This design comes from an exercise in tuning for small area on the open sky130 flow, not from production work. Only simulation tests tie the RTL to the original design; equivalence was not proved. The flow treats the clock pin as an ideal source, which a real chip does not have. Power and IR drop assume default switching activity.

== old ==
## Multi_function_clock_top
module Multi_function_clock_top(
  input clk, reset_p, all_rst,
  input [3:0] btn,
  output [3:0] com,
  output [7:0] seg_7,
  output [7:0] LED_bar,
  output Alarm_LED
);
  reg [4:0] dcnt;
  always @(posedge clk) begin
    if (all_rst) dcnt <= 5'd0;
    else dcnt <= {dcnt[3:0], dcnt[4] ^ dcnt[2] ^ (dcnt[3:0] == 4'd0)};
  end
  wire en = (dcnt == 5'b10000);
  wire ph0 = (dcnt == 5'b00000);
  wire ph1 = (dcnt == 5'b00001);
  wire ph2 = (dcnt == 5'b00010);
  wire mode_btn, mode_btn_d;
  mc_btn b_mode(.clk(clk), .rst(reset_p | all_rst), .en(en), .ph1(ph1), .ph2(ph2), .b(btn[0]), .pe(mode_btn), .pd(mode_btn_d));
  reg [1:0] mode;
  always @(posedge clk) begin
    if (all_rst) mode <= 2'd0;
    else if (mode_btn) mode <= mode[1] ? 2'd0 : mode + 2'd1;
  end
  reg [1:0] led_mode;
  reg [3:1] btn_cook_buf;
  reg reset_watch_buf, reset_stp_buf, reset_cook_buf;
  always @(posedge clk) begin
    if (all_rst) begin
      btn_cook_buf <= 0;
      reset_watch_buf <= 0;
      reset_stp_buf <= 0;
      reset_cook_buf <= 0;
      led_mode <= 2'd3;
    end else begin
      led_mode <= mode;
      case (mode)
        2'd0: begin
          reset_watch_buf <= reset_p;
        end
        2'd1: begin
          reset_stp_buf <= reset_p;
        end
        default: begin
          btn_cook_buf <= btn[3:1];
          reset_cook_buf <= reset_p;
        end
      endcase
    end
  end
  assign LED_bar = {5'b00000, led_mode == 2'd2, led_mode == 2'd1, led_mode == 2'd0};
  wire rst_w = reset_watch_buf | all_rst;
  wire sel_w = (mode == 2'd0);
  wire w_set, w_inchour, w_incmin;
  mc_btnq b_wset(.clk(clk), .arst(all_rst), .rst(rst_w), .en(en), .ph0(ph0), .ph1(ph1), .sel(sel_w), .b(btn[1]), .pe(w_set));
  ...
Size: about 680 cells after synthesis.
export LEC_CHECK = 0
export CAP_MARGIN = 20
export CORE_MARGIN = 2
export CORE_UTILIZATION = 80
export GPL_TIMING_DRIVEN = 0
export SLEW_MARGIN = 20
create_clock -name core_clock -period 10.0 [get_ports {clk}]
standard.sh (not shown) runs the stock make flow with config.mk's settings and CLKGATE_MAP_FILE= SYNTH_SCRIPT=/design/flow/synth_recipe.tcl, a recipe that flattens the netlist after the stock synthesis.
==> flow/flow/run.sh <==
#!/bin/bash
# Own layout flow: the standard synthesis, then a stronger ABC pass over the
# combinational logic only (every register cell is kept as is, by name),
# then the standard ORFS steps with smaller port buffers and a clock tree
# without dummy loads whose slow leaf buffers are then upsized. Each tool's
# output goes to a log file here.
set -euo pipefail
HERE=$(pwd)
R=$HERE/orfs/results/$FLOW_PLATFORM/Multi_function_clock_top/base
LIB=$FLOW_HOME/platforms/sky130hd/lib/sky130_fd_sc_hd__tt_025C_1v80.lib
CTS_OPTS=$(cat flow/cts_args.txt)
export CLK_UPSIZE_PS=105

bash standard.sh synth > synth.log 2>&1
cp $R/1_2_yosys.v std_1_2_yosys.v

# The ABC pass is run with a few random seeds in parallel; the smallest
# result is kept.
for batch in "0 7 13 29" "1 2 3 4"; do
  for seed in $batch; do
    sed -e "s#@SEED@#$seed#g" flow/reopt.abc > reopt_$seed.abc
    sed -e "s#@LIB@#$LIB#g" -e "s#@IN@#$HERE/std_1_2_yosys.v#g" -e "s#@OUT@#$HERE/reopt_$seed.v#g" \
        -e "s#@SCRIPT@#$HERE/reopt_$seed.abc#g" -e "s#@STAT@#reopt_stat_$seed#g" flow/reopt.ys > reopt_$seed.ys
    yosys -l reopt_$seed.log -s reopt_$seed.ys > /dev/null 2>&1 &
  done
  wait
done
best=""
for seed in 0 7 13 29 1 2 3 4; do
  a=$(awk '/Chip area for top module/ {print $NF}' reopt_stat_${seed}_after.txt 2>/dev/null || true)
  nff=$(grep -c 'dfxtp_1 ' reopt_$seed.v 2>/dev/null || true)
  echo "seed $seed area $a flip-flops $nff (standard: $(grep -c 'dfxtp_1 ' std_1_2_yosys.v))" >> reopt_choice.txt
  if [[ -z "$a" || "$nff" != "$(grep -c 'dfxtp_1 ' std_1_2_yosys.v)" ]]; then continue; fi
  if [[ -z "$best" ]] || awk -v a="$a" -v b="$barea" 'BEGIN {exit !(a < b)}'; then best=$seed; barea=$a; fi
done
echo "chosen seed $best" >> reopt_choice.txt
if [[ -n "$best" ]]; then cp reopt_$best.v reopt_1_2_yosys.v; else cp std_1_2_yosys.v reopt_1_2_yosys.v; fi

cp reopt_1_2_yosys.v $R/1_2_yosys.v
rm -f $R/1_synth.odb $R/1_synth.sdc
bash standard.sh finish \
  BUFFER_PORTS_ARGS="-buffer_cell sky130_fd_sc_hd__buf_1" \
  CTS_ARGS="$CTS_OPTS" \
  POST_CTS_TCL="$HERE/flow/post_cts.tcl" > flow.log 2>&1
Other scripts of this flow, unchanged in this note and not shown: flow/flow/cts_args.txt, flow/flow/post_cts.tcl, flow/flow/reopt.abc, flow/flow/reopt.ys
Relative to old, the following input files were edited for new:
--- a/flow/design.v
+++ b/flow/design.v
@@ -218,69 +218,59 @@
     if (rst_s) s_us <= 2'd0;
     else s_us <= (s_us == 2'd3) ? 2'd2 : s_us + 2'd1;
   end
   wire s_us3 = (s_us == 2'd3);
   wire s_g = s_run & s_us3;
   reg s_mcp, s_mf, s_sp;
   reg [3:0] s_ms0, s_ms1, s_ms2;
-  reg [3:0] s_sec1;
-  reg [2:0] s_sec10;
   wire s_msec = s_mf & s_us3;
-  wire s_ms0_9 = s_ms0[3] & s_ms0[0];
-  wire s_ms1_9 = s_ms1[3] & s_ms1[0];
-  wire s_ms2_9 = s_ms2[3] & s_ms2[0];
-  wire s_wrap = s_msec & s_ms0_9 & s_ms1_9 & s_ms2_9;
+  wire s_wrap = s_msec & (s_ms0[3] & s_ms0[0]) & (s_ms1[3] & s_ms1[0]) & (s_ms2[3] & s_ms2[0]);
   wire s_secp = s_sp & s_us3;
   always @(posedge clk) begin
     if (rst_s) begin
       s_mcp <= 1'b0;
       s_mf <= 1'b0;
       s_sp <= 1'b0;
-      s_ms0 <= 0;
+      s_ms0 <= 0; s_ms1 <= 0; s_ms2 <= 0;
     end else begin
       if (s_g) s_mcp <= ~s_mcp;
       if (s_us3) begin
         s_mf <= s_g & s_mcp;
         s_sp <= s_wrap;
       end
-      if (s_msec) s_ms0 <= s_ms0_9 ? 4'd0 : s_ms0 + 4'd1;
+      if (s_msec) begin
+        if (s_ms0[3] & s_ms0[0]) begin
+          s_ms0 <= 0;
+          if (s_ms1[3] & s_ms1[0]) begin
+            s_ms1 <= 0;
+            s_ms2 <= (s_ms2[3] & s_ms2[0]) ? 4'd0 : s_ms2 + 4'd1;
+          end else s_ms1 <= s_ms1 + 4'd1;
+        end else s_ms0 <= s_ms0 + 4'd1;
+      end
     end
   end
-  reg [3:0] n_ms1, n_ms2, n_sec1;
-  reg [2:0] n_sec10;
-  always @(*) begin
-    n_ms1 = s_ms1; n_ms2 = s_ms2; n_sec1 = s_sec1; n_sec10 = s_sec10;
-    if (s_msec & s_ms0_9) begin
-      if (s_ms1_9) begin
-        n_ms1 = 0;
-        n_ms2 = s_ms2_9 ? 4'd0 : s_ms2 + 4'd1;
-      end else n_ms1 = s_ms1 + 4'd1;
-    end
-    if (s_secp) begin
-      if (s_sec1[3] & s_sec1[0]) begin
-        n_sec1 = 0;
-        n_sec10 = (s_sec10[2] & s_sec10[0]) ? 3'd0 : s_sec10 + 3'd1;
-      end else n_sec1 = s_sec1 + 4'd1;
-    end
+  reg [3:0] s_sec1;
+  reg [2:0] s_sec10;
+  always @(posedge clk) begin
     if (rst_s) begin
-      n_ms1 = 0; n_ms2 = 0; n_sec1 = 0; n_sec10 = 0;
+      s_sec1 <= 0;
+      s_sec10 <= 0;
+    end else if (s_secp) begin
+      if (s_sec1[3] & s_sec1[0]) begin
+        s_sec1 <= 0;
+        s_sec10 <= (s_sec10[2] & s_sec10[0]) ? 3'd0 : s_sec10 + 3'd1;
+      end else s_sec1 <= s_sec1 + 4'd1;
     end
   end
+  wire [14:0] s_live = {s_sec10, s_sec1, s_ms2, s_ms1};
+  reg [14:0] s_lapv;
   always @(posedge clk) begin
-    s_ms1 <= n_ms1;
-    s_ms2 <= n_ms2;
-    s_sec1 <= n_sec1;
-    s_sec10 <= n_sec10;
-  end
-  wire s_lap_n = ~rst_s & (s_lap ^ s_lapb);
-  reg [14:0] s_disp;
-  always @(posedge clk) begin
-    if (!s_lap_n) s_disp <= {n_sec10, n_sec1, n_ms2, n_ms1};
+    if (s_lapb) s_lapv <= s_live;
   end
-  wire [15:0] value_stp = {1'b0, s_disp};
+  wire [15:0] value_stp = {1'b0, s_lap ? s_lapv : s_live};
   wire rst_c = reset_cook_buf | all_rst;
   wire c_start, c_start_d, c_incsec, c_incsec_d, c_incmin, c_incmin_d;
   mc_btn b_cstart(.clk(clk), .rst(rst_c), .en(en), .ph1(ph1), .ph2(ph2), .b(btn_cook_buf[1]), .pe(c_start), .pd(c_start_d));
   mc_btn b_csec(.clk(clk), .rst(rst_c), .en(en), .ph1(ph1), .ph2(ph2), .b(btn_cook_buf[2]), .pe(c_incsec), .pd(c_incsec_d));
   mc_btn b_cmin(.clk(clk), .rst(rst_c), .en(en), .ph1(ph1), .ph2(ph2), .b(btn_cook_buf[3]), .pe(c_incmin), .pd(c_incmin_d));
   wire c_sec, c_min_unused;
   mc_phase c_ph(.clk(clk), .rst(rst_c), .sec(c_sec), .min_ph(c_min_unused));
--- outcome ---
- Taking old as the reference, in new internal power component now sits at about the same level; part of the total power dissipated in combinational logic now sits at about the same level; share of cell area taken by flip-flops and latches now sits lower; maximum operating frequency now sits lower; setup slack now sits lower.
- On number of placed cells counting well taps, new tracks old almost exactly.

## separate check: timing with driven ports
How much do the figures lean on ideal ports? The routed layouts below were timed once more, with nothing changed but the port constraints.
Step 1 sets driving cells, clkbuf_16 on the clock port and buf_2 on the other inputs (assumed; they add their load-dependent delay and slew).
Step 2 also shifts input and output timing later by t, the mid clock arrival at the registers, as if the neighbouring blocks saw the same clock.
a / b / c = no drivers / after step 1 / after step 2; a / b = the first two.
run	t (ns)	slack for setup (ns)	clock arrival spread, ns
old	0.463	4.763 / 4.729 / 5.192	0.036 / 0.037
new	0.458	4.364 / 4.328 / 4.786	0.031 / 0.032
After both steps setup and hold are still met in every run listed.
